This is an optimization exercise on Yosys and OpenROAD, whose aim is small area, not a production implementation. At most, simulation tests tie the RTL to the original design; equivalence was not proved.

==> inputs of 09-09 <==
==> flow/design.v <==
module baud_gen (
    input  wire        clk,
    input  wire        rst_n,
    input  wire [15:0] i_divisor,
    output wire        rx_tick,
    output reg         tx_tick
);
    reg  [15:0] count;
    reg  [3:0]  tick_cnt;
    wire        reload = ~|count[15:1];
    assign rx_tick = reload & count[0];
    always @(posedge clk or negedge rst_n) begin
        if (!rst_n) begin
            count    <= 16'd0;
            tick_cnt <= 4'd0;
            tx_tick  <= 1'b0;
        end else begin
            count    <= reload ? i_divisor : count - 16'd1;
            if (rx_tick) tick_cnt <= tick_cnt + 4'd1;
            tx_tick  <= rx_tick & (tick_cnt == 4'd15);
        end
    end
endmodule
module fifo (
    input  wire       clk,
    input  wire       rst_n,
    input  wire       i_wr_en,
    input  wire [7:0] i_wr_data,
    input  wire       i_rd_en,
    input  wire [2:0] i_bit_sel,
    output wire       o_rd_bit,
    output wire [7:0] o_rd_data,
    output wire       o_full,
    output wire       o_almost_full,
    output wire       o_empty
);
    reg  [127:0] mem;
    reg  [4:0]   nq;
    wire [4:0]   head = ~nq;
    assign o_empty       = ~nq[4];
    assign o_full        = (nq == 5'd16);
    assign o_almost_full = nq[4] & (nq[3:0] < 4'd3);
    wire do_wr = i_wr_en & ~o_full;
    wire do_rd = i_rd_en & ~o_empty;
    always @(posedge clk)
        if (do_wr) mem <= {mem[119:0], i_wr_data};
    wire       chg = do_wr ^ do_rd;
    reg  [4:0] tog;
    integer k;
    always @(*) begin
        tog[0] = chg;
        for (k = 1; k < 5; k = k + 1)
            tog[k] = tog[k-1] & (nq[k-1] ~^ do_rd);
    end
    always @(posedge clk or negedge rst_n) begin
        if (!rst_n) nq <= 5'd0;
        else nq <= nq ^ tog;
    end
    assign o_rd_data = mem[head[3:0]*8 +: 8];
    assign o_rd_bit  = mem[{head[3:0], i_bit_sel}];
endmodule
module uart_tx (
    input  wire       clk,
    input  wire       rst_n,
    input  wire       tx_tick,
    input  wire [1:0] i_num_bit_data,
    input  wire       i_parity_en,
    input  wire       i_parity_type,
    input  wire       i_data_bit,
    output wire [2:0] o_bit_sel,
    input  wire       i_tx_start,
    output wire       o_tx_done,
    input  wire       i_cts_n,
    output reg        o_tx_serial
);
    reg  [3:0] st;
    reg        parity;
    assign o_bit_sel = st[2:0];
    wire data_bit = i_data_bit;
    wire last     = st[3] & st[2] & (st[1:0] == i_num_bit_data);
    wire tx_line  = st[3] ? data_bit : (~st[1] | (st[0] & parity));
    assign o_tx_done = tx_tick & ((st == 4'b0011) | (last & ~i_parity_en));
    always @(posedge clk or negedge rst_n) begin
        if (!rst_n) begin
            st          <= 4'b0000;
            o_tx_serial <= 1'b1;
        end else begin
            o_tx_serial <= tx_line;
            if (st == 4'b0000) begin
                if (i_tx_start & ~i_cts_n) st <= 4'b0001;
            end else if (tx_tick) begin
                if (st == 4'b0001)      st <= 4'b0010;
                else if (st == 4'b0010) st <= 4'b1000;
                else if (st == 4'b0011) st <= 4'b0000;
                else if (last)          st <= i_parity_en ? 4'b0011 : 4'b0000;
                else                    st <= st + 4'd1;
            end
        end
    end
    always @(posedge clk) begin
        if (st[3:1] == 3'b000)     parity <= i_parity_type;
        else if (st[3] & tx_tick)  parity <= parity ^ data_bit;
    end
endmodule
module uart_rx (
    input  wire       clk,
    input  wire       rst_n,
    input  wire       rx_tick,
    input  wire [1:0] i_num_bit_data,
    input  wire       i_parity_en,
    input  wire       i_parity_type,
    input  wire       i_rx_serial,
    output reg  [7:0] o_data,
    output wire       o_rx_done,
    output wire       o_parity_err
);
    reg [1:0] sync_reg;
    reg [3:0] st;
    reg [3:0] tick_cnt;
    reg       parity;
    wire      rx   = sync_reg[1];
    wire      mid  = rx_tick & (tick_cnt == 4'd7);
    wire      endb = rx_tick & (tick_cnt == 4'd15);
    wire      last = st[2] & (st[1:0] == i_num_bit_data);
    wire [2:0] top = {1'b1, i_num_bit_data};
    wire      idle = ~st[3] & ~st[1] & ~st[0];
    assign o_rx_done = st[2] & ~st[3];
    assign o_parity_err = i_parity_en & (parity ^ i_parity_type) &
                          ((st == 4'b0010 && tick_cnt[3]) || st == 4'b0011 || o_rx_done);
    always @(posedge clk or negedge rst_n) begin
        if (!rst_n) begin
            sync_reg     <= 2'b11;
            st           <= 4'b0000;
        end else begin
            sync_reg  <= {sync_reg[0], i_rx_serial};
            if (idle) begin
                st <= rx ? 4'b0000 : 4'b0001;
            end else if (endb) begin
                if (st == 4'b0001)      st <= 4'b1000;
                else if (st == 4'b0010) st <= 4'b0011;
                else if (st == 4'b0011) st <= 4'b0100;
                else if (last)          st <= i_parity_en ? 4'b0010 : 4'b0011;
                else                    st <= st + 4'd1;
            end
        end
    end
    wire [8:0] ext = {1'b0, o_data};
    integer i;
    always @(posedge clk) begin
        if (idle) begin
            tick_cnt <= 4'd0;
            parity   <= 1'b0;
        end else if (rx_tick) begin
            tick_cnt <= tick_cnt + 4'd1;
        end
        if ((st[3] || st == 4'b0010) && mid)
            parity <= parity ^ rx;
        if (st[3] && mid) begin
            for (i = 0; i < 8; i = i + 1)
                if (i == top)      o_data[i] <= rx;
                else if (i > top)  o_data[i] <= 1'b0;
                else               o_data[i] <= ext[i + 1];
        end
    end
endmodule
module uart_core (
    input  wire        clk,
    input  wire        rst_n,
    input  wire [15:0] i_divisor,
    input  wire [1:0]  i_num_bit_data,
    input  wire        i_parity_en,
    input  wire        i_parity_type,
    input  wire [7:0]  i_cpu_txd,
    input  wire        i_tx_wr,
    output wire        o_tx_full,
    output wire [7:0]  o_cpu_rxd,
    input  wire        i_rx_rd,
    output wire        o_rx_empty,
    output wire        o_parity_err,
    output wire        o_pedev_txd,
    input  wire        i_pedev_rxd,
    input  wire        i_cts_n,
    output wire        o_rts_n
);
    wire       tx_tick, rx_tick;
    wire       tx_bit;
    wire [2:0] tx_bit_sel;
    wire       tx_fifo_empty;
    wire       tx_done_tick;
    wire [7:0] rx_data_out;
    wire       rx_done_tick;
    baud_gen u_baud_gen (
        .clk(clk), .rst_n(rst_n), .i_divisor(i_divisor),
        .rx_tick(rx_tick), .tx_tick(tx_tick)
    );
    fifo u_tx_fifo (
        .clk(clk), .rst_n(rst_n),
        .i_wr_en(i_tx_wr), .i_wr_data(i_cpu_txd),
        .i_rd_en(tx_done_tick), .o_rd_data(), .i_bit_sel(tx_bit_sel), .o_rd_bit(tx_bit),
        .o_full(o_tx_full), .o_almost_full(), .o_empty(tx_fifo_empty)
    );
    uart_tx u_uart_tx (
        .clk(clk), .rst_n(rst_n), .tx_tick(tx_tick),
        .i_num_bit_data(i_num_bit_data), .i_parity_en(i_parity_en),
        .i_parity_type(i_parity_type),
        .i_data_bit(tx_bit), .o_bit_sel(tx_bit_sel), .i_tx_start(!tx_fifo_empty), .o_tx_done(tx_done_tick),
        .i_cts_n(i_cts_n), .o_tx_serial(o_pedev_txd)
    );
    uart_rx u_uart_rx (
        .clk(clk), .rst_n(rst_n), .rx_tick(rx_tick),
        .i_num_bit_data(i_num_bit_data), .i_parity_en(i_parity_en),
        .i_parity_type(i_parity_type), .i_rx_serial(i_pedev_rxd),
        .o_data(rx_data_out), .o_rx_done(rx_done_tick), .o_parity_err(o_parity_err)
    );
    fifo u_rx_fifo (
        .clk(clk), .rst_n(rst_n),
        .i_wr_en(rx_done_tick), .i_wr_data(rx_data_out),
        .i_rd_en(i_rx_rd), .o_rd_data(o_cpu_rxd), .i_bit_sel(3'd0), .o_rd_bit(),
        .o_full(), .o_almost_full(o_rts_n), .o_empty(o_rx_empty)
    );
endmodule
==> flow/flow/run.sh <==
#!/bin/bash
# Standard layout with smaller port buffers, a clock tree without dummy
# loads, and logic cells downsized to the smallest drive after floorplan.
set -euo pipefail
export BUFFER_PORTS_ARGS="-buffer_cell sky130_fd_sc_hd__buf_1"
export CTS_ARGS="-sink_clustering_enable -repair_clock_nets -dont_use_dummy_load -buf_list {sky130_fd_sc_hd__clkbuf_8} -sink_clustering_size 18 -sink_clustering_max_diameter 60"
export ORFS_RESULTS="$PWD/orfs/results/$FLOW_PLATFORM/uart_core/base"
bash standard.sh floorplan > standard_floorplan.log 2>&1
openroad -no_init -exit flow/downsize.tcl > downsize.log 2>&1
bash standard.sh > standard.log 2>&1
==> flow/flow/downsize.tcl <==
# Replace logic cells that synthesis gave a larger drive strength than
# needed by the smallest variant of the same function; placement's
# repair_design later buffers any net that then needs it.
set results $::env(ORFS_RESULTS)
read_db $results/2_floorplan.odb
read_liberty $::env(FLOW_HOME)/platforms/sky130hd/lib/sky130_fd_sc_hd__tt_025C_1v80.lib
set n 0
set saved 0
foreach inst [get_cells *] {
  set ref [get_property $inst ref_name]
  if {![regexp {^(sky130_fd_sc_hd__\w+)_(\d+)$} $ref -> base drv]} continue
  if {$drv <= 1} continue
  if {[regexp {clkbuf|clkinv|tap|decap|fill|conb} $base]} continue
  set a0 [get_property [get_lib_cells */$ref] area]
  foreach d {0 1} {
    set cand [get_lib_cells -quiet */${base}_$d]
    if {[llength $cand] == 0} continue
    set a1 [get_property $cand area]
    if {$a1 < $a0} {
      puts "[get_full_name $inst] $ref -> ${base}_$d"
      replace_cell $inst $cand
      incr n
      set saved [expr {$saved + $a0 - $a1}]
      break
    }
  }
}
puts "downsized $n cells, [format %.1f $saved] um2"
write_db $results/2_floorplan.odb
==> flow/standard.sh <==
#!/bin/bash
# synth_recipe.tcl (not shown) runs the flow's synth.tcl, then flattens the netlist and writes it again
# the make line also repeats each setting of config.mk as NAME=value (left out here)
make -C /OpenROAD-flow-scripts/flow DESIGN_CONFIG=/design/flow/config.mk WORK_HOME=/design/flow/orfs CLKGATE_MAP_FILE= SYNTH_SCRIPT=/design/flow/synth_recipe.tcl "${@:-finish}"
==> flow/config.mk <==
export PLATFORM = sky130hd
export DESIGN_NAME = uart_core
export DESIGN_NICKNAME = uart_core
export VERILOG_FILES = /design/flow/design.v
export SDC_FILE = /design/flow/constraint.sdc
export NUM_CORES = 4
export LEC_CHECK = 0
export CAP_MARGIN = 20
export CORE_MARGIN = 2
export CORE_UTILIZATION = 65
export SLEW_MARGIN = 20
==> flow/constraint.sdc <==
create_clock -name core_clock -period 20.0 [get_ports {clk}]
set_input_delay 4.0000 -clock core_clock [delete_from_list [all_inputs] [get_ports {clk}]]
set_output_delay 4.0000 -clock core_clock [all_outputs]
set_load 0.01 [all_outputs]
==> 06-03 (differences from 09-09) <==
--- a/flow/design.v
+++ b/flow/design.v
@@ -9,7 +9,7 @@
     reg  [3:0]  tick_cnt;
-    wire        reload = ~|count[15:1];
-    assign rx_tick = reload & count[0];
+    wire        reload = &count[15:1];
+    assign rx_tick = reload & ~count[0];
     always @(posedge clk or negedge rst_n) begin
         if (!rst_n) begin
-            count    <= 16'd0;
+            count    <= 16'hffff;
             tick_cnt <= 4'd0;
@@ -17,3 +17,3 @@
         end else begin
-            count    <= reload ? i_divisor : count - 16'd1;
+            count    <= reload ? ~i_divisor : count + 16'd1;
             if (rx_tick) tick_cnt <= tick_cnt + 4'd1;
@@ -29,4 +29,2 @@
     input  wire       i_rd_en,
-    input  wire [2:0] i_bit_sel,
-    output wire       o_rd_bit,
     output wire [7:0] o_rd_data,
@@ -46,16 +44,8 @@
         if (do_wr) mem <= {mem[119:0], i_wr_data};
-    wire       chg = do_wr ^ do_rd;
-    reg  [4:0] tog;
-    integer k;
-    always @(*) begin
-        tog[0] = chg;
-        for (k = 1; k < 5; k = k + 1)
-            tog[k] = tog[k-1] & (nq[k-1] ~^ do_rd);
-    end
     always @(posedge clk or negedge rst_n) begin
         if (!rst_n) nq <= 5'd0;
-        else nq <= nq ^ tog;
+        else if (do_wr & ~do_rd) nq <= nq - 5'd1;
+        else if (do_rd & ~do_wr) nq <= nq + 5'd1;
     end
     assign o_rd_data = mem[head[3:0]*8 +: 8];
-    assign o_rd_bit  = mem[{head[3:0], i_bit_sel}];
 endmodule
@@ -68,4 +58,3 @@
     input  wire       i_parity_type,
-    input  wire       i_data_bit,
-    output wire [2:0] o_bit_sel,
+    input  wire [7:0] i_data,
     input  wire       i_tx_start,
@@ -77,4 +66,3 @@
     reg        parity;
-    assign o_bit_sel = st[2:0];
-    wire data_bit = i_data_bit;
+    wire data_bit = i_data[st[2:0]];
     wire last     = st[3] & st[2] & (st[1:0] == i_num_bit_data);
@@ -113,4 +101,4 @@
     output reg  [7:0] o_data,
-    output wire       o_rx_done,
-    output wire       o_parity_err
+    output reg        o_rx_done,
+    output reg        o_parity_err
 );
@@ -125,6 +113,2 @@
     wire [2:0] top = {1'b1, i_num_bit_data};
-    wire      idle = ~st[3] & ~st[1] & ~st[0];
-    assign o_rx_done = st[2] & ~st[3];
-    assign o_parity_err = i_parity_en & (parity ^ i_parity_type) &
-                          ((st == 4'b0010 && tick_cnt[3]) || st == 4'b0011 || o_rx_done);
     always @(posedge clk or negedge rst_n) begin
@@ -133,6 +117,11 @@
             st           <= 4'b0000;
+            o_rx_done    <= 1'b0;
+            o_parity_err <= 1'b0;
         end else begin
             sync_reg  <= {sync_reg[0], i_rx_serial};
-            if (idle) begin
-                st <= rx ? 4'b0000 : 4'b0001;
+            o_rx_done <= (st == 4'b0011) & endb;
+            if (st == 4'b0000) o_parity_err <= 1'b0;
+            else if (st == 4'b0010 && mid) o_parity_err <= rx ^ parity ^ i_parity_type;
+            if (st == 4'b0000) begin
+                if (!rx) st <= 4'b0001;
             end else if (endb) begin
@@ -140,3 +129,3 @@
                 else if (st == 4'b0010) st <= 4'b0011;
-                else if (st == 4'b0011) st <= 4'b0100;
+                else if (st == 4'b0011) st <= 4'b0000;
                 else if (last)          st <= i_parity_en ? 4'b0010 : 4'b0011;
@@ -149,3 +138,3 @@
     always @(posedge clk) begin
-        if (idle) begin
+        if (st == 4'b0000) begin
             tick_cnt <= 4'd0;
@@ -155,5 +144,4 @@
         end
-        if ((st[3] || st == 4'b0010) && mid)
+        if (st[3] && mid) begin
             parity <= parity ^ rx;
-        if (st[3] && mid) begin
             for (i = 0; i < 8; i = i + 1)
@@ -185,4 +173,3 @@
     wire       tx_tick, rx_tick;
-    wire       tx_bit;
-    wire [2:0] tx_bit_sel;
+    wire [7:0] tx_fifo_out;
     wire       tx_fifo_empty;
@@ -198,3 +185,3 @@
         .i_wr_en(i_tx_wr), .i_wr_data(i_cpu_txd),
-        .i_rd_en(tx_done_tick), .o_rd_data(), .i_bit_sel(tx_bit_sel), .o_rd_bit(tx_bit),
+        .i_rd_en(tx_done_tick), .o_rd_data(tx_fifo_out),
         .o_full(o_tx_full), .o_almost_full(), .o_empty(tx_fifo_empty)
@@ -205,3 +192,3 @@
         .i_parity_type(i_parity_type),
-        .i_data_bit(tx_bit), .o_bit_sel(tx_bit_sel), .i_tx_start(!tx_fifo_empty), .o_tx_done(tx_done_tick),
+        .i_data(tx_fifo_out), .i_tx_start(!tx_fifo_empty), .o_tx_done(tx_done_tick),
         .i_cts_n(i_cts_n), .o_tx_serial(o_pedev_txd)
@@ -217,3 +204,3 @@
         .i_wr_en(rx_done_tick), .i_wr_data(rx_data_out),
-        .i_rd_en(i_rx_rd), .o_rd_data(o_cpu_rxd), .i_bit_sel(3'd0), .o_rd_bit(),
+        .i_rd_en(i_rx_rd), .o_rd_data(o_cpu_rxd),
         .o_full(), .o_almost_full(o_rts_n), .o_empty(o_rx_empty)
==> flow/run.sh (new file) <==
#!/bin/bash
# synth_recipe.tcl (not shown) runs the flow's synth.tcl, then flattens the netlist and writes it again
# the make line also repeats each setting of config.mk as NAME=value (left out here)
make -C /OpenROAD-flow-scripts/flow DESIGN_CONFIG=/design/flow/config.mk WORK_HOME=/design/flow/orfs CLKGATE_MAP_FILE= SYNTH_SCRIPT=/design/flow/synth_recipe.tcl finish
--- a/flow/config.mk
+++ b/flow/config.mk
@@ -9,3 +9,5 @@
 export CORE_MARGIN = 2
-export CORE_UTILIZATION = 65
+export CORE_UTILIZATION = 40
+export CTS_BUF_LIST = sky130_fd_sc_hd__clkbuf_8
+export CTS_CLUSTER_SIZE = 30
 export SLEW_MARGIN = 20
removed: flow/flow/run.sh
removed: flow/flow/downsize.tcl
removed: flow/standard.sh
==> results.yml <==
cells_and_area:
  n_clock_buffer: 25
  fraction_of_final_layout_cells_sized_beyond_drive_strength_1: 0.1576
  seq_cells: 312
run_status:
  status: "complete, no violations"
global_route:
  grt.met3_usage: 0.02666
  first_global_vias: 6321
synthesis:
  ys_top_cells_by_area: "edfxtp_1, mux4_2, dfrtp_1, xnor2_1, nor2_1"
  syn_nets: 749
power_and_ir_drop:
  combinationalPower_mw: 0.0775
setup_path:
  crit_top_cell: "buf_1"
-- figures above: 09-09

==> results.yml <==
global_route:
  grt.met3_usage: 0.03320
  first_global_vias: 6848
run_status:
  status: "complete, no violations"
synthesis:
  ys_top_cells_by_area: "edfxtp_1, mux4_2, dfrtp_1, dfstp_2, mux4_1"
  syn_nets: 788
setup_path:
  crit_top_cell: "mux4_2"
  critical_path.startpoint: "u_rx_fifo.nq[1]$_DFFE_PN0P_"
power_and_ir_drop:
  combinationalPower_mw: 0.452
  p_per_area_nw_per_um2: 122.3
cells_and_area:
  seq_cells: 314
  fraction_of_final_layout_cells_sized_beyond_drive_strength_1: 0.1885
-- figures above: 06-03

Only the layout flow was run in 06-03; the RTL was not checked for function there.

[afterwards: timing with drivers on the ports]
The flow's constraints put no driver on any port. The routed layouts listed below were extracted and timed again, unchanged, in two steps.
Step 1 assumes that a clkbuf_16 drives the clock port and a buf_2 every other input.
Step 2 also shifts input and output timing later by t, the mid clock arrival at the registers, as if the neighbouring blocks saw the same clock.
Three values: ideal, step 1, step 2; two values: the first two.
run	t, ns	slack for setup (ns)	worst hold slack (ns)
09-09	0.567	11.374 / 11.353 / 11.353	0.340 / 0.340 / 0.340
06-03	0.619	12.854 / 12.806 / 12.995	0.360 / 0.360 / 0.360
After both steps every run listed still meets setup and hold. The setup slack of 09-09, which loses most, moves by -0.021 ns with the drivers and by -0.021 ns with both steps.
